What follows belongs to an exercise in optimizing a design on an open flow for small area, a short achievable clock period and few clock cycles per item; a production flow would make more cautious choices.
Function was checked by simulation only, so behaviour that the tests miss may differ from the original.

==> flow/design.v (outline; a module is shown in full before it is edited, if it fits) <==
// module systolic_array: 2351 lines
module systolic_array #(
    parameter DATAWIDTH = 16,
    parameter N_SIZE = 4
) (
    input clk, rst_n,
    input valid_in,
    input [N_SIZE*DATAWIDTH-1:0] matrix_a_in,  
    input [N_SIZE*DATAWIDTH-1:0] matrix_b_in,  
    output reg valid_out,
    output [N_SIZE*DATAWIDTH*2-1:0] matrix_out  
);
  // ...
==> flow/flow/run.sh <==
#!/bin/bash
# Layout flow: the standard ORFS flow (standard.sh) with three changes:
#  - after the standard synthesis, flow/fixpol.py removes most of the inverters that
#    Yosys' full-adder extraction leaves between full adders (each full adder may be used
#    in its inverted form, since FA(~a,~b,~c) = ~FA(a,b,c)); registers are not touched;
#  - the repair steps aim for a larger setup slack margin, so that the paths end well
#    below the 10 ns clock period; the SDC and the period are the standard flow's own;
#  - port buffers are buf_2, and the clock tree uses larger sink clusters.
set -euo pipefail
R=orfs/results/sky130hd/systolic_array/base
ARGS="SETUP_SLACK_MARGIN=6.6 CORE_UTILIZATION=65 CTS_CLUSTER_SIZE=30 CTS_CLUSTER_DIAMETER=60"
bash standard.sh synth > standard_synth.log 2>&1
cp $R/1_2_yosys.v $R/1_2_yosys.standard.v
python3 flow/fixpol.py $R/1_2_yosys.standard.v $R/1_2_yosys.v > fixpol.log 2>&1
bash standard.sh $ARGS BUFFER_PORTS_ARGS='-buffer_cell sky130_fd_sc_hd__buf_2' finish > standard_flow.log 2>&1
==> flow/flow/fixpol.py <==
#!/usr/bin/env python3
"""Remove inverters around full adders in a sky130hd gate netlist.

A full adder is self-dual: FA(~a, ~b, ~c) = (~sum, ~carry).  Yosys' extract_fa leaves many
inverters between full adders; this script picks, for each full adder, whether to use it
as is or in its inverted form (all inputs and both outputs inverted) so that as few
inverters as possible are needed, and rewrites the netlist.  Only inverters and full
adders change (and xor2/xnor2 cells may swap with each other); registers are untouched.

usage: fixpol.py in.v out.v
"""
import random
import re
import sys
from collections import defaultdict

OUTPINS = {'X', 'Y', 'Q', 'Q_N', 'SUM', 'COUT', 'HI', 'LO'}
P = 'sky130_fd_sc_hd__'
# cells that can be replaced by their complement: new type, output pin renames
SWAP = {
    'xnor2_1': ('xor2_1', {'Y': 'X'}), 'xor2_1': ('xnor2_1', {'X': 'Y'}),
    'nand2_1': ('and2_1', {'Y': 'X'}), 'and2_1': ('nand2_1', {'X': 'Y'}),
    'nor2_1': ('or2_1', {'Y': 'X'}), 'or2_1': ('nor2_1', {'X': 'Y'}),
}


def parse(txt):
    cells = []
    for m in re.finditer(r'^(\s*)(sky130_fd_sc_hd__\w+)\s+(\S+)\s*\((.*?)\);\n', txt, re.S | re.M):
        typ, name, body = m.group(2), m.group(3), m.group(4)
        pins = [(p, n.strip()) for p, n in re.findall(r'\.(\w+)\(([^()]*)\)', body)]
        cells.append({'typ': typ, 'name': name, 'pins': pins, 'span': m.span()})
    return cells


def esc(n):
    return n + ' ' if n.startswith('\\') else n


def norm(n):
    # escaped identifiers keep their trailing space in the text; compare stripped
    return n.strip()


def main():
    src, dst = sys.argv[1], sys.argv[2]
    txt = open(src).read()
    cells = parse(txt)
    drv = {}
    loads = defaultdict(list)
    for ci, c in enumerate(cells):
        for p, n in c['pins']:
            if p in OUTPINS:
                drv[n] = (ci, p)
            else:
                loads[n].append((ci, p))
    ports = set()
    for m in re.finditer(r'^\s*(?:input|output)\s+(?:\[[^\]]*\]\s*)?(\S+);', txt, re.M):
        ports.add(m.group(1))

    assigned = set()
    for m in re.finditer(r'^\s*assign\s+(.*?);', txt, re.M | re.S):
        for t in re.findall(r'(\\\S+|[A-Za-z_][\w$]*(?:\s*\[\d+\])?)', m.group(1)):
            assigned.add(t.strip())
            assigned.add(t.strip().split('[')[0].strip())

    def frozen_net(n):
        return n in assigned or n.split('[')[0].strip() in assigned

    def is_fa(ci):
        return cells[ci]['typ'] in (P + 'fa_1', P + 'fa_2', P + 'fa_4')

    def is_inv(ci):
        return cells[ci]['typ'] in (P + 'inv_1', P + 'inv_2')

    def port_net(n):
        base = n.lstrip('\\').split('[')[0].strip()
        return base in ports

    # inverters we may remove: input not driven by an inverter, output not a port and
    # not driving an inverter
    removable = set()
    for ci, c in enumerate(cells):
        if not is_inv(ci):
            continue
        pins = dict(c['pins'])
        a, y = pins['A'], pins['Y']
        if a in drv and is_inv(drv[a][0]):
            continue
        if port_net(y) or port_net(a) or not loads[y] or frozen_net(y) or frozen_net(a):
            continue
        if any(is_inv(l[0]) for l in loads[y]):
            continue
        removable.add(ci)

    # sources: nets that feed removable inverters or full adders
    # each load pin: (cell, pin) wants value V(src) ^ w
    want = defaultdict(list)      # src net -> list of [cell, pin, w]
    for ci, c in enumerate(cells):
        if ci in removable:
            continue
        for p, n in c['pins']:
            if p in OUTPINS:
                continue
            if n in drv and drv[n][0] in removable:
                a = dict(cells[drv[n][0]]['pins'])['A']
                want[a].append([ci, p, 1])
            elif n in drv and is_fa(drv[n][0]):
                want[n].append([ci, p, 0])
            elif is_fa(ci):
                want[n].append([ci, p, 0])
    fas = [ci for ci in range(len(cells)) if is_fa(ci)
           and not any(p in OUTPINS and (port_net(n) or frozen_net(n)) for p, n in cells[ci]['pins'])]
    flip = {ci: 0 for ci in fas}

    def phi(n):
        d = drv.get(n)
        if d and d[0] in flip:
            return flip[d[0]]
        return 0

    def swappable(n):
        d = drv.get(n)
        if not d:
            return False
        t = cells[d[0]]['typ']
        if len(loads[n]) != len(want[n]) or port_net(n) or frozen_net(n):
            return False
        return t[len(P):] in SWAP

    def net_cost(n):
        ph = phi(n)
        need = [(w ^ flip.get(ci, 0) ^ ph) for ci, p, w in want[n]]
        if not any(need):
            return 0
        if all(need) and swappable(n):
            return 0
        return 1

    touch = defaultdict(set)
    for n, lst in want.items():
        d = drv.get(n)
        if d and d[0] in flip:
            touch[d[0]].add(n)
        for ci, p, w in lst:
            if ci in flip:
                touch[ci].add(n)

    base = sum(net_cost(n) for n in want)
    cur = base
    rng = random.Random(1)
    best = dict(flip)
    bestc = cur
    for rnd in range(60):
        improved = True
        while improved:
            improved = False
            order = list(fas)
            rng.shuffle(order)
            for v in order:
                nets = touch[v]
                before = sum(net_cost(n) for n in nets)
                flip[v] ^= 1
                after = sum(net_cost(n) for n in nets)
                if after < before:
                    cur += after - before
                    improved = True
                else:
                    flip[v] ^= 1
        if cur < bestc:
            bestc = cur
            best = dict(flip)
        # perturb
        flip = dict(best)
        cur = bestc
        for v in rng.sample(fas, max(1, len(fas) // 20)):
            nets = touch[v]
            before = sum(net_cost(n) for n in nets)
            flip[v] ^= 1
            cur += sum(net_cost(n) for n in nets) - before
    flip = best
    sys.stderr.write("fixpol: inverters on adder nets %d -> %d (%d full adders flipped)\n"
                     % (base, bestc, sum(flip.values())))

    # rewrite
    newpins = {ci: list(c['pins']) for ci, c in enumerate(cells)}
    newtyp = {ci: c['typ'] for ci, c in enumerate(cells)}
    added = []
    k = 0
    for n, lst in want.items():
        ph = phi(n)
        need = [(w ^ flip.get(ci, 0) ^ ph) for ci, p, w in lst]
        target = {}
        if any(need) and all(need) and swappable(n):
            d = drv[n][0]
            t = newtyp[d]
            nt, ren = SWAP[t[len(P):]]
            newtyp[d] = P + nt
            newpins[d] = [(ren.get(pp, pp), nn_) for pp, nn_ in newpins[d]]
            for (ci, p, w) in lst:
                target[(ci, p)] = n
        elif any(need):
            nn = 'fixpol_n%d' % k
            added.append((k, n, nn))
            k += 1
            for (ci, p, w), q in zip(lst, need):
                target[(ci, p)] = nn if q else n
        else:
            for (ci, p, w) in lst:
                target[(ci, p)] = n
        for (ci, p), t in target.items():
            newpins[ci] = [(pp, t if pp == p else nn_) for pp, nn_ in newpins[ci]]
    # flipped full adders keep their pins (inputs were rewired above); their outputs now
    # carry the inverted values, which the loads above account for
    out = []
    pos = 0
    for ci, c in enumerate(cells):
        s, e = c['span']
        out.append(txt[pos:s])
        pos = e
        if ci in removable:
            continue
        indent = re.match(r'\s*', txt[s:e]).group(0)
        body = ",\n".join("%s  .%s(%s)" % (indent.strip('\n'), p, esc(n)) for p, n in newpins[ci])
        out.append("%s%s %s (\n%s\n%s);\n" % (indent, newtyp[ci], c['name'], body, indent.strip('\n')))
    rest = txt[pos:]
    decl = "".join("  wire %s;\n" % nn for _, _, nn in added)
    insts = "".join("  %sinv_1 fixpol_inv%d (\n    .A(%s),\n    .Y(%s)\n  );\n" % (P, i, esc(n), nn)
                    for i, n, nn in added)
    rest = rest.replace("endmodule", insts + "endmodule", 1)
    res = "".join(out) + rest
    # declare the new wires after the module's port list
    m = re.search(r'\);\n', res)
    res = res[:m.end()] + decl + res[m.end():]
    open(dst, 'w').write(res)


if __name__ == '__main__':
    main()
==> flow/standard.sh <==
#!/bin/bash
# synth_recipe.tcl (not shown) runs the flow's synth.tcl, then flattens the netlist and writes it again
# the make line also repeats each setting of config.mk as NAME=value (left out here)
make -C /OpenROAD-flow-scripts/flow DESIGN_CONFIG=/design/flow/config.mk WORK_HOME=/design/flow/orfs CLKGATE_MAP_FILE= SYNTH_SCRIPT=/design/flow/synth_recipe.tcl "${@:-finish}"
==> flow/config.mk <==
export PLATFORM = sky130hd
export DESIGN_NAME = systolic_array
export DESIGN_NICKNAME = systolic_array
export VERILOG_FILES = /design/flow/design.v
export SDC_FILE = /design/flow/constraint.sdc
export NUM_CORES = 8
export LEC_CHECK = 0
export CAP_MARGIN = 20
export CORE_MARGIN = 2
export CORE_UTILIZATION = 40
export SLEW_MARGIN = 20
==> flow/constraint.sdc <==
create_clock -name core_clock -period 10.0 [get_ports {clk}]
set_input_delay 2.0000 -clock core_clock [delete_from_list [all_inputs] [get_ports {clk}]]
set_output_delay 2.0000 -clock core_clock [all_outputs]
set_load 0.01 [all_outputs]
==> impl_metrics.py, run 1 <==
metrics = {
    "final_layout": {
        "largest_class": "multi-input gates",
        "layout.cells.most_common": "dfxtp_1",
        "final_cell_mix": "dfxtp_1 (904), fa_1 (548), a22oi_1 (480)",
        "nFillCells": 5272,
        "syn_to_final_growth_pct": 12.3,
        "sequential_cell_total": 982,
        "buffers": 392,
    },
    "clocking": {
        "cts_max_level": 3,
        "hold_buffers": 0,
        "clk_pin_slew_ps": 90,
        "cts_tree": "done",
        "clock_path_buffers": 3,
    },
    "floorplanning": {
        "core_mm2": 0.0761,
        "row_count": 101,
    },
    "route": {
        "ant_nets": 0,
    },
    "worst_setup_path": {
        "cp_slowest_cell": "fa_2",
        "cp_data_arrival_time_ps": 3930,
        "crit_path_start": "ps0[2]$_DFF_P_",
        "cpPeakStageDelay_ps": 520,
    },
    "global_route": {
        "grt_pass1_vias": 33200,
        "antenna_found_initial": 6,
        "gr-usage-met1": 0.429,
    },
    "min_path": {
        "hold_depth": 0,
    },
    "run_status": {
        "status": "no timing/DRC/antenna violations",
    },
    "synthesis": {
        "ys_warn_count": 1,
        "synth_area_per_cell_um2": 12.1,
    },
}
Testbench counts, summed over its fixed seeds: cycles 14,592, matrices 768.
==> run 2, diff against run 1 <==
--- a/flow/flow/run.sh
+++ b/flow/flow/run.sh
@@ -8,7 +8,7 @@
 #  - port buffers are buf_2, and the clock tree uses larger sink clusters.
 set -euo pipefail
 R=orfs/results/sky130hd/systolic_array/base
-ARGS="SETUP_SLACK_MARGIN=6.6 CORE_UTILIZATION=65 CTS_CLUSTER_SIZE=30 CTS_CLUSTER_DIAMETER=60"
+ARGS="SETUP_SLACK_MARGIN=6.6 CORE_UTILIZATION=75 CTS_CLUSTER_SIZE=30 CTS_CLUSTER_DIAMETER=60"
 bash standard.sh synth > standard_synth.log 2>&1
 cp $R/1_2_yosys.v $R/1_2_yosys.standard.v
 python3 flow/fixpol.py $R/1_2_yosys.standard.v $R/1_2_yosys.v > fixpol.log 2>&1
==> run 2 against run 1 <==
Still clean on timing, DRC and antenna; synthesized cell count stayed put; count of clock-buffer cells in the layout decreased by 3; register-to-register slack lost 90 ps; fmax down 2.4%; via count increased by 4.2%; core utilization grew 10 points; first-iteration DRC count grew 47%; global-route usage increased by 5.8 points.
==> impl_metrics.py, run 2 <==
metrics = {
    "worst_setup_path": {
        "critPathMaxFanout": 4,
        "cp_top_family": "compound AO/OA/AOI/OAI gates",
        "required_ps": 10610,
        "r2r-start": "ps0[2]$_DFF_P_",
        "r2r_slack_ps": 6500,
        "crit_path_frequent_cell": "a21oi_2",
        "crit_path_start": "ps0[2]$_DFF_P_",
        "r2r_cells": 12,
        "path_buf_inv": 1,
        "crit_end": "acc2[31]$_SDFF_PP0_",
        "cp_slowest_cell": "dfxtp_4",
        "crit_path_end_kind": "flip-flop",
        "cp_data_arrival_time_ps": 4110,
        "path_depth": 12,
        "start_kind": "flip-flop",
        "cpPeakStageDelay_ps": 500,
        "timing.rr.end": "acc2[31]$_SDFF_PP0_",
        "critical_path_class": "flip-flop to flip-flop",
        "cp_cell_sequence": "buf_4 > fa_2 > ha_1 > a21oi_2 > a21oi_4 > o2111a_2 > o311ai_4 > a21oi_2 > o2111ai_4 > nand3_4 > o31ai_4 > mux2i_1",
    },
    "route": {
        "wl_per_cell_um": 26.0,
        "drt_iter0_markers": 4026,
        "drcViolationCount": 0,
        "drt-total-wl_um": 134000,
        "vias_per_cell": 6.46,
        "vias": 33300,
        "firstDrtPassIters": 10,
        "ant_nets": 0,
    },
    "global_route": {
        "grt_max_degree": 69,
        "grt_pass1_wl_um": 197000,
        "grt_use_total": 0.378,
        "antenna_found_initial": 8,
        "grt_pass1_vias": 35000,
        "gr-total-overflow": 0,
    },
    "clocking": {
        "cts_max_level": 2,
        "cts.sinks": 982,
        "clock_path_buffers": 3,
        "ctsRootBufferMaster": "clkbuf_16",
        "clk_pin_slew_ps": 110,
        "hold_buffers": 0,
        "numCtsBuffers": 59,
        "insertion_delay_ps": 680,
        "cts_tree": "done",
    },
    "placed_design": {
        "place_congestion": 0.894,
        "dp_hpwl_um": 78200,
        "pre_cts_ws_ps": 5700,
        "io_buffer_count": 259,
    },
    "final_layout": {
        "regArea_mm2": 0.0198,
        "nFillCells": 3468,
        "layout.cells.most_common": "dfxtp_1",
        "fin_nets": 5121,
        "drive_gt1_frac": 0.182,
        "multi_input_area_mm2": 0.0290,
        "final_cell_mix": "dfxtp_1 (907), fa_1 (548), a22oi_1 (480)",
        "syn_to_final_growth_pct": 11.0,
    },
    "timing": {
        "setup_tns_ps": 0,
        "final-hold-violation-count": 0,
        "relSlewSlack": 0.315,
        "finalSetupViolCount": 0,
        "rsz0062_at_grt": "yes",
        "drv_slew": 0,
        "period_needed_ps": 3500,
        "setup_ws_ps": 6500,
        "period_share": 0.350,
        "clock.fmax_mhz": 286,
        "fin_worst_skew_ps": 40.8,
        "tightest_slew_ps": 1030,
    },
    "synthesis": {
        "syn-num-nets": 5012,
        "ys_warn_count": 1,
        "synthCells": 4121,
        "synth_area_per_cell_um2": 12.1,
        "netlist_area_mm2": 0.0500,
    },
    "min_path": {
        "min_path_type": "flip-flop to flip-flop",
        "hold_start": "rb1[10]$_DFF_P_",
    },
    "floorplanning": {
        "initial_core_util": 0.759,
        "chipWidth_um": 262,
        "die_area_mm2": 0.0687,
        "pin_count": 260,
        "row_count": 94,
        "die_h_um": 262,
        "core_mm2": 0.0659,
    },
    "run_status": {
        "status": "no timing/DRC/antenna violations",
    },
    "flow_run": {
        "drv_cap": 0,
    },
}
run 2: worst min-delay path by stage:
stage / endpoint / slack [ps] / cells past startpoint
detailed placement: rb2[51]$_DFF_P_ / 310 / 0
CTS: rb3[26]$_DFF_P_ / 320 / 0
finish: rb2[10]$_DFF_P_ / 320 / 0
floorplan: ra1_1[0]$_DFF_P_ / 310 / 0
global route: rb3[26]$_DFF_P_ / 330 / 0
global placement: ra1_3[4]$_DFF_P_ / 310 / 0
run 2: per-stage QoR:
step                utilization  hold slack (ps)  instances  instance area [µm²]
finish                    0.842              321       5146                55500
detailed placement        0.783              312       4959                51600
floorplan                     -              310       4121                50000
global placement          0.783              309       4959                51600
global route              0.842              327       5143                55500
CTS                       0.827              323       5092                54500
run 2: area by class of cell:
type | count | share of cell area
sequential | 982 | 0.357
clock buffer | 69 | 0.0282
antenna | 7 | 0.000316
tap | 864 | 0.0195
timing repair buffer | 384 | 0.0516
clock inverter | 37 | 0.0123
multi-input combinational | 2701 | 0.523
inverter | 102 | 0.00733
run 2: what timing repair did:
| item | 4_1_cts | 5_1_grt |
|---|---|---|
| endpoints found under the setup margin | 270 | 143 |
| gates resized for setup | 107 | 101 |
| gates cloned | 0 | 7 |
| buffers inserted | 27 | 40 |
| pin swaps | 5 | 55 |
run 2: layer usage:
layer	vias up	global-route usage	routed length [µm]
met5	-	0.00486	140
met4	8	0.185	8490
met3	691	0.103	16500
met2	2163	0.601	60500
met1	16400	0.482	48200
li1	14000	-	-
==> run 3, diff against run 2 <==
--- a/flow/flow/run.sh
+++ b/flow/flow/run.sh
@@ -8,7 +8,7 @@
 #  - port buffers are buf_2, and the clock tree uses larger sink clusters.
 set -euo pipefail
 R=orfs/results/sky130hd/systolic_array/base
-ARGS="SETUP_SLACK_MARGIN=6.6 CORE_UTILIZATION=75 CTS_CLUSTER_SIZE=30 CTS_CLUSTER_DIAMETER=60"
+ARGS="SETUP_SLACK_MARGIN=6.6 CORE_UTILIZATION=65 CTS_CLUSTER_SIZE=35 CTS_CLUSTER_DIAMETER=50"
 bash standard.sh synth > standard_synth.log 2>&1
 cp $R/1_2_yosys.v $R/1_2_yosys.standard.v
 python3 flow/fixpol.py $R/1_2_yosys.standard.v $R/1_2_yosys.v > fixpol.log 2>&1
==> run 3 against run 2 <==
Area after synthesis is the same; setup slack gained 95 ps; wire length shrank 3.3%; final cell count grew 4.6%; first-iteration DRC count shrank 27%; global-route usage shrank 5.6 points; register-to-register slack gained 95 ps; fmax grew 2.8%; critical path depth grew 2; sequential cell count is the same; highest routed layer unchanged.
==> impl_metrics.py, run 3 <==
metrics = {
    "worst_setup_path": {
        "cp_data_arrival_time_ps": 3980,
        "start_kind": "flip-flop",
        "required_ps": 10580,
        "critical_path_class": "flip-flop to flip-flop",
        "critPathMaxFanout": 4,
        "crit_path_end_kind": "flip-flop",
    },
    "global_route": {
        "grt_pass1_vias": 33400,
        "grt_pass1_wl_um": 194000,
        "gr-total-overflow": 0,
        "grt_use_total": 0.322,
        "antenna_found_initial": 7,
        "grt_max_degree": 92,
    },
    "route": {
        "drcViolationCount": 0,
        "vias": 32100,
        "drt-total-wl_um": 129000,
        "ant_nets": 0,
        "vias_per_cell": 5.96,
        "drt_iter0_markers": 2944,
        "wl_per_cell_um": 24.0,
        "firstDrtPassIters": 7,
    },
    "flow_run": {
        "drv_cap": 0,
    },
    "synthesis": {
        "synthCells": 4121,
        "synth_area_per_cell_um2": 12.1,
        "syn-num-nets": 5012,
        "netlist_area_mm2": 0.0500,
        "ys_warn_count": 1,
    },
    "timing": {
        "period_needed_ps": 3410,
        "period_share": 0.341,
        "setup_tns_ps": 0,
        "final-hold-violation-count": 0,
        "rsz0062_at_grt": "yes",
        "clock.fmax_mhz": 294,
        "fin_worst_skew_ps": 59.9,
        "whs_ps": 318,
        "relSlewSlack": 0.281,
        "finalSetupViolCount": 0,
        "setup_ws_ps": 6590,
        "drv_slew": 0,
        "tightest_slew_ps": 1080,
    },
    "final_layout": {
        "layout.cells.most_common": "dfxtp_1",
        "final_cell_mix": "dfxtp_1 (904), fa_1 (550), a22oi_1 (480)",
        "drive_gt1_frac": 0.195,
        "fin_nets": 5164,
        "final_cells": 5382,
        "syn_to_final_growth_pct": 13.8,
        "utilization": 0.748,
        "stdcell_area_mm2": 0.0569,
    },
    "placed_design": {
        "place_congestion": 0.897,
        "postPlaceCellArea_mm2": 0.0518,
        "pre_cts_ws_ps": 5720,
        "io_buffer_count": 259,
        "dp_hpwl_um": 78100,
        "dp_cells": 5128,
    },
    "clocking": {
        "insertion_delay_ps": 700,
        "cts.sinks": 982,
        "clock_path_buffers": 3,
        "clk_pin_slew_ps": 80,
        "cts_max_level": 3,
        "cts_tree": "done",
        "numCtsBuffers": 90,
        "ctsRootBufferMaster": "clkbuf_16",
        "hold_buffers": 0,
    },
    "floorplanning": {
        "row_count": 101,
        "die_area_mm2": 0.0792,
        "core_mm2": 0.0761,
        "initial_core_util": 0.657,
        "chipWidth_um": 281,
        "pin_count": 260,
        "die_h_um": 281,
    },
    "min_path": {
        "min_path_type": "flip-flop to flip-flop",
    },
    "run_status": {
        "status": "no timing/DRC/antenna violations",
    },
}
[run 3: cell type report]
class,count,area [µm²]
antenna,1,2.50
clock buffer,93,2270
multi-input combinational,2701,29000
sequential,982,19800
tap,1030,1290
inverter,102,424
fill,5172,19200
clock inverter,77,1060
timing repair buffer,396,3050
[run 3: repair_timing]
| item | in CTS | in global routing |
|---|---|---|
| setup buffers | 22 | 48 |
| pin swaps | 15 | 35 |
| hold endpoints to repair | 0 | 0 |
| gates cloned | 1 | 12 |
| resized for setup | 128 | 94 |
| setup endpoints to repair | 301 | 124 |
[run 3: routing by layer]
layer | wire, µm | part of all wire | up-vias | global-route usage
met5 | 67 | 0.00052 | - | 0
met4 | 5160 | 0.040 | 10 | 0.106
met3 | 14000 | 0.11 | 352 | 0.0862
met2 | 58000 | 0.45 | 1604 | 0.515
met1 | 52200 | 0.40 | 16000 | 0.428
li1 | - | - | 14100 | -
[run 3: critical path, stage by stage (launching register included)]
cell,delay (ps)
dfxtp_4,500
fa_2,520
ha_4,280
a21o_1,130
nand4_1,190
a31oi_4,230
buf_4,140
o21ai_2,60
a21boi_2,220
o31ai_4,100
a21oi_2,210
a21oi_2,80
fa_2,340
xnor2_1,150
and2_1,160
[run 3: path summary, 6_finish.rpt]
| kind | startpoint | end | slack [ps] | cells past startpoint |
|---|---|---|---|---|
| max | ps0[2]$_DFF_P_ | acc3[17]$_SDFF_PP0_ | 6590 | 14 |
| min | ra3_1[4]$_DFF_P_ | ra3_2[4]$_DFF_P_ | 320 | 0 |
| max reg2reg | ps0[2]$_DFF_P_ | acc3[17]$_SDFF_PP0_ | 6590 | 14 |
| min reg2reg | ra3_1[4]$_DFF_P_ | ra3_2[4]$_DFF_P_ | 320 | 0 |
| max in group asynchronous | rst_n | ld$_DFF_PN1_ | 8650 | 1 |
| min in group asynchronous | rst_n | cnt[0]$_DFF_PN0_ | 1120 | 1 |
==> run 4, diff against run 3 <==
--- a/flow/flow/run.sh
+++ b/flow/flow/run.sh
@@ -8,7 +8,7 @@
 #  - port buffers are buf_2, and the clock tree uses larger sink clusters.
 set -euo pipefail
 R=orfs/results/sky130hd/systolic_array/base
-ARGS="SETUP_SLACK_MARGIN=6.6 CORE_UTILIZATION=65 CTS_CLUSTER_SIZE=35 CTS_CLUSTER_DIAMETER=50"
+ARGS="SLEW_MARGIN=70 SETUP_SLACK_MARGIN=6.6 CORE_UTILIZATION=65 CTS_CLUSTER_SIZE=30 CTS_CLUSTER_DIAMETER=60"
 bash standard.sh synth > standard_synth.log 2>&1
 cp $R/1_2_yosys.v $R/1_2_yosys.standard.v
 python3 flow/fixpol.py $R/1_2_yosys.standard.v $R/1_2_yosys.v > fixpol.log 2>&1
==> run 4 against run 3 <==
Still clean on timing, DRC and antenna; area after synthesis unchanged; fmax increased by 1.4%; setup slack better by 46 ps; wire length shrank 0.40%; register-to-register slack better by 50 ps; count of clock-buffer cells in the layout shrank 26; critical path type unchanged.
==> impl_metrics.py, run 4 <==
metrics = {
    "clocking": {
        "clk_pin_slew_ps": 100,
        "cts_max_level": 2,
        "numCtsBuffers": 60,
        "cts.sinks": 982,
        "cts_tree": "done",
        "ctsRootBufferMaster": "clkbuf_16",
        "clock_path_buffers": 3,
        "insertion_delay_ps": 710,
    },
    "final_layout": {
        "final_cells": 5337,
        "fin_nets": 5147,
        "drive_gt1_frac": 0.190,
        "final_cell_mix": "dfxtp_1 (902), fa_1 (544), xnor2_1 (476)",
        "layout.cells.most_common": "dfxtp_1",
        "syn_to_final_growth_pct": 13.9,
        "nFillCells": 5071,
    },
    "worst_setup_path": {
        "cp_cell_sequence": "buf_12 > fa_1 > ha_1 > a21o_1 > a21o_1 > a41o_1 > nand4_1 > a21oi_2 > o211ai_1 > nand3_1 > o31a_1 > xnor2_1",
        "critPathMaxFanout": 3,
        "r2r_cells": 12,
        "cp_data_arrival_time_ps": 3950,
        "critical_path_class": "flip-flop to flip-flop",
        "cpPeakStageDelay_ps": 480,
        "crit_path_frequent_cell": "a21o_1",
        "start_kind": "flip-flop",
        "crit_path_end_kind": "flip-flop",
        "cp_slowest_cell": "fa_1",
        "required_ps": 10590,
    },
    "synthesis": {
        "synth_area_per_cell_um2": 12.1,
        "netlist_area_mm2": 0.0500,
        "syn-num-nets": 5012,
        "ys_warn_count": 1,
        "synthCells": 4121,
    },
    "placed_design": {
        "dp_cells": 5170,
        "dp_hpwl_um": 84000,
        "pre_cts_ws_ps": 6170,
        "io_buffer_count": 259,
        "place_congestion": 0.897,
    },
    "floorplanning": {
        "initial_core_util": 0.657,
        "row_count": 101,
        "die_h_um": 281,
        "pin_count": 260,
        "die_area_mm2": 0.0792,
        "core_mm2": 0.0761,
        "chipWidth_um": 281,
    },
    "route": {
        "drt_iter0_markers": 3017,
        "vias_per_cell": 5.99,
        "ant_nets": 0,
        "vias": 32000,
        "drt-total-wl_um": 129000,
        "drcViolationCount": 0,
        "wl_per_cell_um": 24.1,
        "firstDrtPassIters": 6,
    },
    "timing": {
        "clock.fmax_mhz": 298,
        "finalSetupViolCount": 0,
        "rsz0062_at_grt": "yes",
        "period_needed_ps": 3360,
        "final-hold-violation-count": 0,
        "fin_worst_skew_ps": 29.6,
        "drv_slew": 0,
        "tightest_slew_ps": 464,
        "relSlewSlack": 0.687,
        "setup_ws_ps": 6640,
        "period_share": 0.336,
        "whs_ps": 317,
        "setup_tns_ps": 0,
    },
    "min_path": {
        "min_path_type": "flip-flop to flip-flop",
        "hold_depth": 0,
    },
    "global_route": {
        "met3_usage": 0.0776,
        "grt_use_met2": 0.506,
        "grt_pass1_wl_um": 193000,
        "grt_pass1_vias": 33200,
        "gr-usage-met1": 0.431,
        "gr-total-overflow": 0,
        "grt.busiest_layer": "met2",
        "grt_max_degree": 45,
        "grt_use_total": 0.318,
        "antenna_found_initial": 5,
    },
    "run_status": {
        "status": "no timing/DRC/antenna violations",
    },
    "flow_run": {
        "drv_cap": 0,
    },
}
## run 4: changes by cell type in the layout (fill, tap and decap cells not counted), sizes merged
cell,change
clkinvlp,-7
bufinv,-1
inv,-14
clkbuf,-22
clkinv,-10
buf,+6
bufbuf,+3
## run 4: timing repair
action                     4_1_cts  5_1_grt
buffers inserted                 9       24
setup endpoints to repair      117      109
cloned                           4       16
pin swaps                        9       59
hold buffers                     0        0
resized for setup               37       99
## run 4: final cells by class
| type | instances | area [µm²] | share of cell area |
|---|---|---|---|
| Tap cell | 1030 | 1290 | 0.0226 |
| Inverter | 102 | 419 | 0.00736 |
| Timing Repair Buffer | 409 | 3950 | 0.0694 |
| Clock inverter | 45 | 803 | 0.0141 |
| Antenna cell | 1 | 2.50 | 0.0000440 |
| Clock buffer | 67 | 1550 | 0.0272 |
| Multi-Input combinational cell | 2701 | 29000 | 0.509 |
| Sequential cell | 982 | 19900 | 0.350 |
## run 4: critical path: cells and delay by family (launching register included)
kind	cells	cell delay, ps
AO/OA/AOI/OAI	6	1440
XOR/XNOR	1	140
adder cells (fa/ha/maj)	2	780
buffers and inverters	1	140
flip-flops	1	380
AND/OR/NAND/NOR	2	370
## run 4: per-layer routing
layer | up-vias | part of all wire
li1 | 14100 | -
met1 | 15900 | 0.41
met2 | 1600 | 0.45
met3 | 360 | 0.10
met4 | 12 | 0.039
met5 | - | 0.0013
## run 4: metrics by stage
step	utilization	cell area (µm²)
4_1_cts	0.733	55800
3_5_place_dp	0.697	53000
3_3_place_gp	0.681	51800
2_1_floorplan	-	50000
5_1_grt	0.748	56900
6_report	0.748	56900
## run 4: worst paths after layout
check / start / end / slack (ps)
worst max-delay path: ps0[2]$_DFF_P_ / out0[31]$_DFF_P_ / 6640
worst min-delay path: ra1_0[15]$_DFF_P_ / ra1_1[15]$_DFF_P_ / 320
worst max register to register: ps0[2]$_DFF_P_ / out0[31]$_DFF_P_ / 6640
worst min register to register: ra1_0[15]$_DFF_P_ / ra1_1[15]$_DFF_P_ / 320
max in group asynchronous: rst_n / ld$_DFF_PN1_ / 8670
min in group asynchronous: rst_n / cnt[0]$_DFF_PN0_ / 1100
==> run 5, diff against run 4 <==
--- a/flow/flow/run.sh
+++ b/flow/flow/run.sh
@@ -8,7 +8,7 @@
 #  - port buffers are buf_2, and the clock tree uses larger sink clusters.
 set -euo pipefail
 R=orfs/results/sky130hd/systolic_array/base
-ARGS="SLEW_MARGIN=70 SETUP_SLACK_MARGIN=6.6 CORE_UTILIZATION=65 CTS_CLUSTER_SIZE=30 CTS_CLUSTER_DIAMETER=60"
+ARGS="SETUP_SLACK_MARGIN=6.7 CORE_UTILIZATION=65 CTS_CLUSTER_SIZE=45 CTS_CLUSTER_DIAMETER=50"
 bash standard.sh synth > standard_synth.log 2>&1
 cp $R/1_2_yosys.v $R/1_2_yosys.standard.v
 python3 flow/fixpol.py $R/1_2_yosys.standard.v $R/1_2_yosys.v > fixpol.log 2>&1
==> run 5 against run 4 <==
Global-route usage up 1.3 points; synthesized cell count unchanged; critical path depth up 1; still clean on timing, DRC and antenna; final area up 2.5%.
==> impl_metrics.py, run 5 <==
metrics = {
    "run_status": {
        "status": "no timing/DRC/antenna violations",
    },
    "synthesis": {
        "synthCells": 4121,
        "synth_area_per_cell_um2": 12.1,
        "netlist_area_mm2": 0.0500,
        "syn-num-nets": 5012,
        "ys_warn_count": 1,
    },
    "final_layout": {
        "drive_gt1_frac": 0.211,
        "syn_to_final_growth_pct": 16.7,
        "stdcell_area_mm2": 0.0584,
        "fin_nets": 5223,
        "utilization": 0.767,
        "final_cell_mix": "dfxtp_1 (907), fa_1 (549), a22oi_1 (478)",
        "final_cells": 5449,
        "layout.cells.most_common": "dfxtp_1",
    },
    "global_route": {
        "grt_use_total": 0.331,
        "gr-total-overflow": 0,
        "grt_pass1_vias": 34100,
        "grt_pass1_wl_um": 198000,
        "grt_max_degree": 92,
        "antenna_found_initial": 10,
    },
    "route": {
        "vias_per_cell": 6.08,
        "drcViolationCount": 0,
        "firstDrtPassIters": 9,
        "drt_iter0_markers": 3569,
        "ant_nets": 0,
        "wl_per_cell_um": 25.6,
        "vias": 33200,
        "drt-total-wl_um": 139000,
    },
    "floorplanning": {
        "pin_count": 260,
        "die_area_mm2": 0.0792,
        "die_h_um": 281,
        "row_count": 101,
        "core_mm2": 0.0761,
        "initial_core_util": 0.657,
        "chipWidth_um": 281,
    },
    "timing": {
        "period_share": 0.339,
        "drv_slew": 0,
        "relSlewSlack": 0.261,
        "setup_ws_ps": 6610,
        "fin_worst_skew_ps": 53.9,
        "setup_tns_ps": 0,
        "final-hold-violation-count": 0,
        "finalSetupViolCount": 0,
        "clock.fmax_mhz": 295,
        "whs_ps": 315,
        "period_needed_ps": 3390,
        "rsz0062_at_grt": "yes",
        "tightest_slew_ps": 1110,
    },
    "worst_setup_path": {
        "cp_data_arrival_time_ps": 3940,
        "start_kind": "flip-flop",
        "crit_path_end_kind": "flip-flop",
        "critPathMaxFanout": 4,
        "required_ps": 10540,
        "critical_path_class": "flip-flop to flip-flop",
    },
    "clocking": {
        "numCtsBuffers": 96,
        "clk_pin_slew_ps": 80,
        "insertion_delay_ps": 710,
        "cts_max_level": 3,
        "cts.sinks": 982,
        "cts_tree": "done",
        "hold_buffers": 0,
        "clock_path_buffers": 3,
        "ctsRootBufferMaster": "clkbuf_16",
    },
    "placed_design": {
        "pre_cts_ws_ps": 5520,
        "place_congestion": 0.894,
        "dp_hpwl_um": 78100,
        "postPlaceCellArea_mm2": 0.0518,
        "dp_cells": 5130,
        "io_buffer_count": 259,
    },
    "flow_run": {
        "drv_cap": 0,
    },
    "min_path": {
        "min_path_type": "flip-flop to flip-flop",
    },
}
==> run 5: critical path, cell delays in order, from the launching register on <==
cell,delay [ps]
dfxtp_4,410
buf_12,140
fa_1,450
ha_1,290
a21o_1,140
nand4_1,160
a31oi_2,260
o211ai_1,140
buf_4,180
a211oi_4,320
o2111ai_4,190
a211oi_4,330
a21oi_2,120
mux2i_1,130
==> run 5: area by class of cell <==
class | instances | area [µm²]
inverter | 102 | 415
sequential | 982 | 19900
tap | 1030 | 1290
clock inverter | 78 | 1190
fill | 4939 | 17700
clock buffer | 103 | 2480
antenna | 4 | 10.0
multi-input combinational | 2701 | 29100
timing repair buffer | 449 | 3990
==> run 5: path summary, 6_finish.rpt <==
kind                            startpoint                   to  slack (ps)  depth (start not counted)
setup / recovery            ps0[2]$_DFF_P_  acc3[31]$_SDFF_PP0_        6610                         13
hold / removal             rb1[20]$_DFF_P_      rb2[20]$_DFF_P_         310                          0
setup reg to reg            ps0[2]$_DFF_P_  acc3[31]$_SDFF_PP0_        6610                         13
hold reg to reg            rb1[20]$_DFF_P_      rb2[20]$_DFF_P_         310                          0
max in group asynchronous            rst_n         ld$_DFF_PN1_        8640                          1
min in group asynchronous            rst_n     cnt[0]$_DFF_PN0_        1110                          1
==> run 5: routing by layer <==
metal / vias up / GRT usage / wire length [µm]
met3: 574 / 0.0873 / 17100
li1: 14300 / - / -
met1: 16300 / 0.437 / 52800
met4: 10 / 0.137 / 8750
met2: 1992 / 0.520 / 60700
met5: - / 0 / 79
==> run 5: repair_timing <==
item / 4_1_cts / 5_1_grt
pin swaps: 26 / 55
resized for setup: 151 / 114
cloned: 5 / 25
buffers inserted: 45 / 59
endpoints found under the setup margin: 305 / 146
==> run 6, diff against run 5 <==
--- a/flow/flow/run.sh
+++ b/flow/flow/run.sh
@@ -8,7 +8,7 @@
 #  - port buffers are buf_2, and the clock tree uses larger sink clusters.
 set -euo pipefail
 R=orfs/results/sky130hd/systolic_array/base
-ARGS="SETUP_SLACK_MARGIN=6.7 CORE_UTILIZATION=65 CTS_CLUSTER_SIZE=45 CTS_CLUSTER_DIAMETER=50"
+ARGS="SETUP_SLACK_MARGIN=6.7 CORE_UTILIZATION=65 CTS_CLUSTER_SIZE=40 CTS_CLUSTER_DIAMETER=40"
 bash standard.sh synth > standard_synth.log 2>&1
 cp $R/1_2_yosys.v $R/1_2_yosys.standard.v
 python3 flow/fixpol.py $R/1_2_yosys.standard.v $R/1_2_yosys.v > fixpol.log 2>&1
==> run 6 against run 5 <==
Final area is 1.0% higher; first-iteration DRC count grew 2.2%; clock skew grew 15 ps; register-to-register slack is essentially flat; setup slack got worse by 6.6 ps; highest routed layer unchanged.
==> impl_metrics.py, run 6 <==
metrics = {
    "final_layout": {
        "drive_gt1_frac": 0.217,
        "syn_to_final_growth_pct": 17.9,
        "layout.cells.most_common": "dfxtp_1",
        "final_cell_mix": "dfxtp_1 (907), fa_1 (550), a22oi_1 (477)",
        "fin_nets": 5238,
        "final_cells": 5481,
    },
    "timing": {
        "drv_slew": 0,
        "period_needed_ps": 3400,
        "setup_ws_ps": 6600,
        "finalSetupViolCount": 0,
        "whs_ps": 321,
        "relSlewSlack": 0.303,
        "rsz0062_at_grt": "yes",
        "period_share": 0.340,
        "clock.fmax_mhz": 294,
        "tightest_slew_ps": 1050,
        "final-hold-violation-count": 0,
        "fin_worst_skew_ps": 69.1,
        "setup_tns_ps": 0,
    },
    "worst_setup_path": {
        "critPathMaxFanout": 4,
        "crit_path_end_kind": "flip-flop",
        "required_ps": 10550,
        "cp_data_arrival_time_ps": 3950,
        "r2r_slack_ps": 6600,
        "cp_cell_sequence": "buf_6 > fa_1 > ha_1 > a21o_1 > a21o_4 > a41o_1 > nand4_1 > a21oi_2 > o211ai_1 > nand3_1 > o31a_1 > xnor2_1",
        "cpPeakStageDelay_ps": 460,
        "cp_slowest_cell": "dfxtp_4",
        "start_kind": "flip-flop",
        "critical_path_class": "flip-flop to flip-flop",
    },
    "clocking": {
        "cts.sinks": 982,
        "ctsRootBufferMaster": "clkbuf_16",
        "cts_tree": "done",
        "clk_pin_slew_ps": 60,
        "clock_path_buffers": 3,
        "hold_buffers": 0,
        "insertion_delay_ps": 730,
        "cts_max_level": 3,
        "numCtsBuffers": 114,
    },
    "floorplanning": {
        "row_count": 101,
        "die_h_um": 281,
        "die_area_mm2": 0.0792,
        "pin_count": 260,
        "chipWidth_um": 281,
        "initial_core_util": 0.657,
        "core_mm2": 0.0761,
    },
    "global_route": {
        "met3_usage": 0.0989,
        "grt_pass1_vias": 34300,
        "antenna_found_initial": 8,
        "grt_use_met2": 0.522,
        "grt_max_degree": 92,
        "grt_pass1_wl_um": 200000,
        "grt_use_total": 0.335,
        "grt.busiest_layer": "met2",
        "gr-usage-met1": 0.436,
        "gr-total-overflow": 0,
    },
    "placed_design": {
        "dp_cells": 5130,
        "pre_cts_ws_ps": 5520,
        "io_buffer_count": 259,
        "place_congestion": 0.894,
        "dp_hpwl_um": 78100,
    },
    "synthesis": {
        "netlist_area_mm2": 0.0500,
        "ys_warn_count": 1,
        "synthCells": 4121,
        "syn-num-nets": 5012,
        "synth_area_per_cell_um2": 12.1,
    },
    "route": {
        "firstDrtPassIters": 7,
        "drt_iter0_markers": 3647,
        "vias": 33300,
        "vias_per_cell": 6.08,
        "ant_nets": 0,
        "wl_per_cell_um": 25.6,
        "drcViolationCount": 0,
        "drt-total-wl_um": 140000,
    },
    "run_status": {
        "status": "no timing/DRC/antenna violations",
    },
    "min_path": {
        "min_path_type": "flip-flop to flip-flop",
    },
    "flow_run": {
        "drv_cap": 0,
    },
}
==> run 6: per-layer routing <==
layer / up-vias / share of wire
met5: - / 0.00099
met4: 10 / 0.062
met3: 601 / 0.13
met2: 2030 / 0.44
met1: 16400 / 0.38
li1: 14300 / -
==> run 6: cell type report <==
cell class	count	area, µm²
antenna	3	7.51
clock buffer	127	2990
clock inverter	90	1280
fill	4874	17100
inverter	102	423
multi-input combinational	2701	29100
sequential	982	19900
tap	1030	1290
timing repair buffer	446	3980
==> run 6: final timing paths <==
check / from / to / cells past startpoint
min: rb1[20]$_DFF_P_ / rb2[20]$_DFF_P_ / 0
min reg2reg: rb1[20]$_DFF_P_ / rb2[20]$_DFF_P_ / 0
max: ps0[2]$_DFF_P_ / out0[31]$_DFF_P_ / 12
max reg2reg: ps0[2]$_DFF_P_ / out0[31]$_DFF_P_ / 12
max in group asynchronous: rst_n / ld$_DFF_PN1_ / 1
min in group asynchronous: rst_n / cnt[1]$_DFF_PN0_ / 1
==> run 6: metrics by stage <==
stage / util / area [µm²]
after detailed placement: 0.681 / 51800
after floorplan: - / 50000
final: 0.775 / 59000
after CTS: 0.753 / 57300
after global routing: 0.775 / 59000
after global placement: 0.681 / 51800
==> run 6: repair_timing <==
action,CTS,global route
buffers inserted,43,59
cloned,6,23
setup endpoints to repair,302,117
gates resized for setup,154,114
pin swaps,24,52
==> run 6: critical path, delay by kind of cell, from the launching register on <==
family / cells / cell delay (ps)
fa+ha+maj: 2 / 720
buf+inv: 1 / 140
compound gates: 6 / 1450
simple gates: 2 / 350
xor+xnor: 1 / 140
flops: 1 / 460
==> run 7, diff against run 6 <==
--- a/flow/flow/run.sh
+++ b/flow/flow/run.sh
@@ -8,7 +8,7 @@
 #  - port buffers are buf_2, and the clock tree uses larger sink clusters.
 set -euo pipefail
 R=orfs/results/sky130hd/systolic_array/base
-ARGS="SETUP_SLACK_MARGIN=6.7 CORE_UTILIZATION=65 CTS_CLUSTER_SIZE=40 CTS_CLUSTER_DIAMETER=40"
+ARGS="SETUP_SLACK_MARGIN=6.7 CORE_UTILIZATION=65 CTS_CLUSTER_SIZE=25 CTS_CLUSTER_DIAMETER=80"
 bash standard.sh synth > standard_synth.log 2>&1
 cp $R/1_2_yosys.v $R/1_2_yosys.standard.v
 python3 flow/fixpol.py $R/1_2_yosys.standard.v $R/1_2_yosys.v > fixpol.log 2>&1
==> run 7 against run 6 <==
Synthesized cell count stayed put; still clean on timing, DRC and antenna; area after synthesis stayed put.
==> impl_metrics.py, run 7 <==
metrics = {
    "run_status": {
        "status": "no timing/DRC/antenna violations",
    },
    "clocking": {
        "numCtsBuffers": 51,
        "cts_max_level": 2,
        "insertion_delay_ps": 680,
        "cts.sinks": 982,
        "clk_pin_slew_ps": 100,
        "cts_tree": "done",
        "ctsRootBufferMaster": "clkbuf_16",
        "clock_path_buffers": 3,
    },
    "global_route": {
        "grt_use_total": 0.326,
        "antenna_found_initial": 11,
        "gr-total-overflow": 0,
        "grt_pass1_vias": 33100,
        "grt_pass1_wl_um": 195000,
        "grt_max_degree": 92,
    },
    "min_path": {
        "min_path_type": "flip-flop to flip-flop",
        "hold_start": "ra2_1[10]$_DFF_P_",
        "hold_depth": 0,
        "whs_endpoint": "ra2_2[10]$_DFF_P_",
    },
    "timing": {
        "period_share": 0.338,
        "period_needed_ps": 3380,
        "relSlewSlack": 0.289,
        "rsz0062_at_grt": "yes",
        "tightest_slew_ps": 1070,
        "final-hold-violation-count": 0,
        "clock.fmax_mhz": 296,
        "setup_tns_ps": 0,
        "drv_slew": 0,
        "finalSetupViolCount": 0,
        "whs_ps": 324,
        "fin_worst_skew_ps": 56.9,
    },
    "placed_design": {
        "dp_cells": 5130,
        "dp_hpwl_um": 78100,
        "io_buffer_count": 259,
        "place_congestion": 0.894,
    },
    "worst_setup_path": {
        "critical_path_class": "flip-flop to flip-flop",
        "critPathMaxFanout": 4,
        "cp_data_arrival_time_ps": 3940,
        "r2r_slack_ps": 6620,
        "r2r-start": "ps0[2]$_DFF_P_",
        "timing.rr.end": "acc3[17]$_SDFF_PP0_",
        "crit_path_end_kind": "flip-flop",
        "r2r_cells": 15,
        "required_ps": 10560,
        "start_kind": "flip-flop",
        "crit_path_start": "ps0[2]$_DFF_P_",
    },
    "synthesis": {
        "synth_area_per_cell_um2": 12.1,
        "ys_warn_count": 1,
        "netlist_area_mm2": 0.0500,
        "syn-num-nets": 5012,
        "synthCells": 4121,
    },
    "route": {
        "drt_iter0_markers": 3619,
        "wl_per_cell_um": 25.8,
        "ant_nets": 0,
        "vias_per_cell": 6.12,
        "drt-total-wl_um": 138000,
        "vias": 32800,
        "firstDrtPassIters": 8,
        "drcViolationCount": 0,
    },
    "final_layout": {
        "final_cells": 5356,
        "syn_to_final_growth_pct": 12.9,
        "nFillCells": 5231,
        "drive_gt1_frac": 0.195,
        "final_cell_mix": "dfxtp_1 (907), fa_1 (548), a22oi_1 (477)",
        "layout.cells.most_common": "dfxtp_1",
        "fin_nets": 5189,
        "utilization": 0.742,
    },
    "floorplanning": {
        "die_area_mm2": 0.0792,
        "chipWidth_um": 281,
        "core_mm2": 0.0761,
        "row_count": 101,
        "pin_count": 260,
        "initial_core_util": 0.657,
        "die_h_um": 281,
    },
    "flow_run": {
        "drv_cap": 0,
    },
}
-- run 7: repair_timing --
action,4_1_cts,5_1_grt
endpoints found under the setup margin,311,140
hold buffers,0,0
gates cloned,5,27
pin swaps,47,55
buffers inserted,53,60
resized for setup,163,113
-- run 7: worst max path at each step --
stage,endpoint,cells past startpoint
after floorplan,pc1[22]$_DFF_P_,7
after global placement,pc2[24]$_DFF_P_,8
after detailed placement,pc1[24]$_DFF_P_,8
after CTS,acc1[31]$_SDFF_PP0_,12
after global routing,acc1[31]$_SDFF_PP0_,12
final,acc3[17]$_SDFF_PP0_,15
-- run 7: metrics by stage --
step                area (µm²)  worst slack [ps]
CTS                      54700              6580
global placement         51800              5550
finish                   56500              6620
floorplan                50000              6720
global route             56400              6490
detailed placement       51800              5520
-- run 7: cell type report --
type / count / area [µm²] / share of cell area
diodes: 4 / 10.0 / 0.000177
flip-flops and latches: 982 / 19900 / 0.352
clock buffers: 58 / 1300 / 0.0231
well taps: 1030 / 1290 / 0.0228
inverters: 102 / 418 / 0.00740
repair buffers: 460 / 4090 / 0.0725
multi-input cells: 2701 / 29200 / 0.517
clock inverters: 19 / 307 / 0.00543
-- run 7: critical path: stages, from the launching register on --
cell and delay [ps]:
dfxtp_4 410, buf_12 140, fa_1 480, ha_1 300, a21o_1 150, nand4_1 150
a31oi_2 220, buf_4 160, o21ai_4 50, a21boi_2 220, o31ai_4 100, a21oi_2 170
a21oi_2 80, fa_2 350, xnor2_2 140, and2_1 160
-- run 7: routing by layer --
metal | vias to the layer above | wire (µm) | track usage
li1 | 14100 | - | -
met1 | 16200 | 52800 | 0.442
met2 | 1912 | 59900 | 0.513
met3 | 546 | 17100 | 0.0794
met4 | 10 | 8170 | 0.115
met5 | - | 90 | 0
==> run 8, diff against run 7 <==
--- a/flow/flow/run.sh
+++ b/flow/flow/run.sh
@@ -8,7 +8,7 @@
 #  - port buffers are buf_2, and the clock tree uses larger sink clusters.
 set -euo pipefail
 R=orfs/results/sky130hd/systolic_array/base
-ARGS="SETUP_SLACK_MARGIN=6.7 CORE_UTILIZATION=65 CTS_CLUSTER_SIZE=25 CTS_CLUSTER_DIAMETER=80"
+ARGS="SETUP_SLACK_MARGIN=6.7 CORE_UTILIZATION=65 CTS_CLUSTER_SIZE=30 CTS_CLUSTER_DIAMETER=70"
 bash standard.sh synth > standard_synth.log 2>&1
 cp $R/1_2_yosys.v $R/1_2_yosys.standard.v
 python3 flow/fixpol.py $R/1_2_yosys.standard.v $R/1_2_yosys.v > fixpol.log 2>&1
==> run 8 against run 7 <==
Still clean on timing, DRC and antenna; setup slack better by 13 ps; final area fell by 0.55%; clock skew down 20 ps; sequential cell count is the same; area after synthesis is the same; first-iteration DRC count grew 0.69%; critical path depth is 3 lower; critical endpoint is now out0[31]$_DFF_P_; highest routed layer unchanged.
==> impl_metrics.py, run 8 <==
metrics = {
    "floorplanning": {
        "initial_core_util": 0.657,
        "pin_count": 260,
        "die_h_um": 281,
        "row_count": 101,
        "die_area_mm2": 0.0792,
        "core_mm2": 0.0761,
        "chipWidth_um": 281,
    },
    "worst_setup_path": {
        "r2r_slack_ps": 6630,
        "cp_data_arrival_time_ps": 3920,
        "start_kind": "flip-flop",
        "critical_path_class": "flip-flop to flip-flop",
        "r2r_cells": 12,
        "timing.rr.end": "out0[31]$_DFF_P_",
        "critPathMaxFanout": 4,
        "r2r-start": "ps0[2]$_DFF_P_",
        "crit_path_end_kind": "flip-flop",
        "required_ps": 10550,
    },
    "min_path": {
        "hold_depth": 0,
        "min_path_type": "flip-flop to flip-flop",
        "whs_endpoint": "rb3[49]$_DFF_P_",
        "hold_start": "rb2[49]$_DFF_P_",
    },
    "placed_design": {
        "io_buffer_count": 259,
        "dp_hpwl_um": 78100,
        "place_congestion": 0.894,
        "pre_cts_ws_ps": 5520,
        "postPlaceCellArea_mm2": 0.0518,
    },
    "final_layout": {
        "layout.cells.most_common": "dfxtp_1",
        "stdcell_area_mm2": 0.0561,
        "final_cell_mix": "dfxtp_1 (906), fa_1 (549), a22oi_1 (478)",
        "drive_gt1_frac": 0.190,
        "nFillCells": 5286,
        "fin_nets": 5164,
        "syn_to_final_growth_pct": 12.3,
    },
    "global_route": {
        "grt_pass1_wl_um": 194000,
        "gr-total-overflow": 0,
        "antenna_found_initial": 9,
        "grt_use_total": 0.323,
        "grt_max_degree": 92,
        "grt_pass1_vias": 33000,
    },
    "timing": {
        "drv_slew": 0,
        "final-hold-violation-count": 0,
        "relSlewSlack": 0.308,
        "whs_ps": 325,
        "period_needed_ps": 3370,
        "clock.fmax_mhz": 297,
        "rsz0062_at_grt": "yes",
        "finalSetupViolCount": 0,
        "period_share": 0.337,
        "setup_ws_ps": 6630,
        "setup_tns_ps": 0,
        "fin_worst_skew_ps": 36.8,
        "tightest_slew_ps": 1040,
    },
    "synthesis": {
        "synth_area_per_cell_um2": 12.1,
        "netlist_area_mm2": 0.0500,
        "ys_warn_count": 1,
        "synthCells": 4121,
        "syn-num-nets": 5012,
    },
    "route": {
        "drt_iter0_markers": 3644,
        "ant_nets": 0,
        "drt-total-wl_um": 136000,
        "firstDrtPassIters": 10,
        "drcViolationCount": 0,
        "wl_per_cell_um": 25.5,
        "vias": 32600,
        "vias_per_cell": 6.11,
    },
    "clocking": {
        "insertion_delay_ps": 680,
        "clock_path_buffers": 3,
        "cts_max_level": 2,
        "cts_tree": "done",
        "numCtsBuffers": 49,
        "ctsRootBufferMaster": "clkbuf_16",
        "clk_pin_slew_ps": 100,
        "cts.sinks": 982,
    },
    "run_status": {
        "status": "no timing/DRC/antenna violations",
    },
    "flow_run": {
        "drv_cap": 0,
    },
}
[run 8: how the worst max path moves through the flow]
stage	cells after the start	slack (ps)	start	end
2_1_floorplan	7	6720	bneg[6]$_DFF_P_	pc1[22]$_DFF_P_
3_3_place_gp	8	5550	bneg[5]$_DFF_P_	pc2[24]$_DFF_P_
3_5_place_dp	8	5520	bneg[5]$_DFF_P_	pc1[24]$_DFF_P_
4_1_cts	11	6670	ps0[2]$_DFF_P_	out1[31]$_DFF_P_
5_1_grt	12	6540	ps0[2]$_DFF_P_	acc1[31]$_SDFF_PP0_
6_report	12	6630	ps0[2]$_DFF_P_	out0[31]$_DFF_P_
[run 8: final cells by class]
cell class	count	area (µm²)	area share
multi-input cells	2701	29000	0.517
flip-flops and latches	982	19900	0.354
repair buffers	437	3830	0.0683
well taps	1030	1290	0.0230
clock buffers	55	1270	0.0226
inverters	102	418	0.00744
clock inverters	25	412	0.00733
diodes	3	7.51	0.000134
[run 8: repair_timing]
| item | in CTS | in global routing |
|---|---|---|
| gates cloned | 5 | 24 |
| setup buffers | 38 | 55 |
| endpoints found under the setup margin | 312 | 120 |
| gates resized for setup | 154 | 99 |
| pin swaps | 26 | 46 |
| hold buffers | 0 | 0 |
[run 8: per-stage QoR]
| step | utilization | instances |
|---|---|---|
| after floorplan | - | 4121 |
| after global placement | 0.681 | 5130 |
| after detailed placement | 0.681 | 5130 |
| after CTS | 0.718 | 5253 |
| after global routing | 0.738 | 5333 |
| final | 0.738 | 5335 |
[run 8: metal layers]
| layer | global-route usage | up-vias | share of wire |
|---|---|---|---|
| met1 | 0.440 | 16200 | 0.39 |
| li1 | - | 14100 | - |
| met3 | 0.0749 | 493 | 0.12 |
| met5 | 0 | - | 0.00088 |
| met4 | 0.119 | 10 | 0.058 |
| met2 | 0.509 | 1852 | 0.44 |
[run 8: critical path, cell delays in order, from the launching register on]
cell and delay (ps):
dfxtp_4 480, buf_4 160, fa_1 430, ha_1 290, a21o_1 170, a21o_4 230, a41o_1 270, nand4_1 170
a21oi_2 140, o211ai_1 280, nand3_1 160, o31a_1 330, xnor2_1 140
==> run 9, diff against run 8 <==
--- a/flow/flow/run.sh
+++ b/flow/flow/run.sh
@@ -8,7 +8,7 @@
 #  - port buffers are buf_2, and the clock tree uses larger sink clusters.
 set -euo pipefail
 R=orfs/results/sky130hd/systolic_array/base
-ARGS="SETUP_SLACK_MARGIN=6.7 CORE_UTILIZATION=65 CTS_CLUSTER_SIZE=30 CTS_CLUSTER_DIAMETER=70"
+ARGS="SETUP_SLACK_MARGIN=6.75 CORE_UTILIZATION=65 CTS_CLUSTER_SIZE=30 CTS_CLUSTER_DIAMETER=60"
 bash standard.sh synth > standard_synth.log 2>&1
 cp $R/1_2_yosys.v $R/1_2_yosys.standard.v
 python3 flow/fixpol.py $R/1_2_yosys.standard.v $R/1_2_yosys.v > fixpol.log 2>&1
==> run 9 against run 8 <==
Still clean; die area stayed put; final area is 4.1% higher; fmax is 1.7% lower; largest cell class unchanged.
==> impl_metrics.py, run 9 <==
metrics = {
    "run_status": {
        "status": "no timing/DRC/antenna violations",
    },
    "global_route": {
        "grt_pass1_vias": 34200,
        "grt_pass1_wl_um": 203000,
        "gr-total-overflow": 0,
        "antenna_found_initial": 6,
        "grt_max_degree": 65,
        "grt_use_total": 0.341,
    },
    "clocking": {
        "cts.sinks": 982,
        "ctsRootBufferMaster": "clkbuf_16",
        "clock_path_buffers": 3,
        "clk_pin_slew_ps": 100,
        "hold_buffers": 0,
        "insertion_delay_ps": 670,
        "cts_tree": "done",
        "numCtsBuffers": 69,
        "cts_max_level": 3,
    },
    "worst_setup_path": {
        "timing.rr.end": "out0[31]$_DFF_P_",
        "cp_data_arrival_time_ps": 3950,
        "critical_path_class": "flip-flop to flip-flop",
        "cp_slowest_cell": "fa_1",
        "cpPeakStageDelay_ps": 490,
        "crit_path_end_kind": "flip-flop",
        "cp_cell_sequence": "buf_12 > fa_1 > ha_1 > a21o_1 > a21o_4 > a41o_1 > nand4_1 > a21oi_4 > o211ai_1 > nand3_1 > o31a_1 > xnor2_1",
        "r2r_slack_ps": 6580,
        "start_kind": "flip-flop",
        "critPathMaxFanout": 3,
        "r2r-start": "ps0[2]$_DFF_P_",
        "r2r_cells": 12,
        "required_ps": 10520,
    },
    "min_path": {
        "whs_endpoint": "ra1_2[6]$_DFF_P_",
        "min_path_type": "flip-flop to flip-flop",
        "hold_depth": 0,
        "hold_start": "ra1_1[6]$_DFF_P_",
    },
    "timing": {
        "setup_tns_ps": 0,
        "rsz0062_at_grt": "yes",
        "period_share": 0.342,
        "final-hold-violation-count": 0,
        "relSlewSlack": 0.339,
        "drv_slew": 0,
        "tightest_slew_ps": 992,
        "finalSetupViolCount": 0,
        "clock.fmax_mhz": 292,
        "whs_ps": 315,
        "fin_worst_skew_ps": 50.1,
        "period_needed_ps": 3420,
        "setup_ws_ps": 6580,
    },
    "route": {
        "drt-total-wl_um": 152000,
        "vias_per_cell": 6.32,
        "vias": 34200,
        "drt_iter0_markers": 4204,
        "ant_nets": 0,
        "drcViolationCount": 0,
        "wl_per_cell_um": 28.1,
        "firstDrtPassIters": 14,
    },
    "final_layout": {
        "final_cell_mix": "dfxtp_1 (901), fa_1 (511), xnor2_1 (466)",
        "stdcell_area_mm2": 0.0584,
        "utilization": 0.768,
        "final_cells": 5414,
        "drive_gt1_frac": 0.223,
        "fin_nets": 5216,
        "layout.cells.most_common": "dfxtp_1",
        "syn_to_final_growth_pct": 16.9,
    },
    "synthesis": {
        "syn-num-nets": 5012,
        "synth_area_per_cell_um2": 12.1,
        "synthCells": 4121,
        "netlist_area_mm2": 0.0500,
        "ys_warn_count": 1,
    },
    "placed_design": {
        "pre_cts_ws_ps": 5620,
        "postPlaceCellArea_mm2": 0.0518,
        "dp_cells": 5130,
        "dp_hpwl_um": 77800,
        "place_congestion": 0.879,
        "io_buffer_count": 259,
    },
    "floorplanning": {
        "initial_core_util": 0.657,
        "row_count": 101,
        "die_area_mm2": 0.0792,
        "core_mm2": 0.0761,
        "pin_count": 260,
        "chipWidth_um": 281,
        "die_h_um": 281,
    },
    "flow_run": {
        "drv_cap": 0,
    },
}
==> run 9: worst max-delay path by stage <==
| stage | from | end | slack [ps] |
|---|---|---|---|
| finish | ps0[2]$_DFF_P_ | out0[31]$_DFF_P_ | 6580 |
| global route | ps0[2]$_DFF_P_ | out0[31]$_DFF_P_ | 6520 |
| CTS | ps0[2]$_DFF_P_ | acc1[31]$_SDFF_PP0_ | 6630 |
| detailed placement | bneg[7]$_DFF_P_ | pc3[17]$_DFF_P_ | 5620 |
| global placement | bneg[7]$_DFF_P_ | pc3[19]$_DFF_P_ | 5710 |
| floorplan | ps0[2]$_DFF_P_ | acc3[17]$_SDFF_PP0_ | 6750 |
==> run 9: area by class of cell <==
cell class / count / area (µm²)
Antenna cell: 7 / 17.5
Clock inverter: 48 / 811
Tap cell: 1030 / 1290
Timing Repair Buffer: 469 / 4680
Clock buffer: 75 / 1810
Inverter: 102 / 413
Fill cell: 4829 / 17600
Sequential cell: 982 / 19900
Multi-Input combinational cell: 2701 / 29500
==> run 9: critical path, delay by kind of cell, from the launching register on <==
| family | cells | cell delay (ps) |
|---|---|---|
| adders and majority gates | 2 | 810 |
| DFF | 1 | 380 |
| buffers and inverters | 1 | 130 |
| AOI/OAI and AO/OA | 6 | 1440 |
| and+or+nand+nor | 2 | 390 |
| xor gates and xnor gates | 1 | 140 |
==> run 9: repair_timing <==
item                       CTS  global route
pin swaps                   42           145
resized for setup          193           206
setup endpoints to repair  316           143
gates cloned                11            42
setup buffers               42            59
==> run 9: metal layers <==
| metal | part of all wire | vias to the layer above | global-route usage | routed length (µm) |
|---|---|---|---|---|
| met3 | 0.14 | 910 | 0.100 | 21200 |
| met5 | 0.00074 | - | 0 | 113 |
| met1 | 0.36 | 16800 | 0.445 | 55200 |
| met2 | 0.42 | 2327 | 0.531 | 63700 |
| met4 | 0.080 | 10 | 0.153 | 12200 |
| li1 | - | 14200 | - | - |

## re-timing with driven ports
Ports are ideal in the flow. The routed layouts listed here were re-timed in OpenROAD.
Step 1 assumes that a clkbuf_16 drives the clock port and a buf_2 every other input.
Step 2 also shifts input and output timing later by t, the mid clock arrival at the registers, as if the neighbouring blocks saw the same clock.
Three values: no drivers, after step 1, after step 2; two values: the first two.
run	shift t [ns]	setup WS [ns]	worst setup path at the end	worst data-port slew with drivers (ns)
run 1	0.724	6.584 / 6.584 / 6.584	register to register	0.07
run 2	0.732	6.499 / 6.499 / 6.499	register to register	0.08
run 3	0.746	6.594 / 6.594 / 6.594	register to register	0.07
run 4	0.764	6.641 / 6.641 / 6.641	register to register	0.08
run 5	0.751	6.605 / 6.605 / 6.605	register to register	0.07
run 6	0.762	6.598 / 6.598 / 6.598	register to register	0.07
run 7	0.722	6.621 / 6.621 / 6.621	register to register	0.07
run 8	0.726	6.634 / 6.634 / 6.634	register to register	0.07
run 9	0.721	6.575 / 6.575 / 6.575	register to register	0.10
After both steps setup and hold are still met in every run listed.
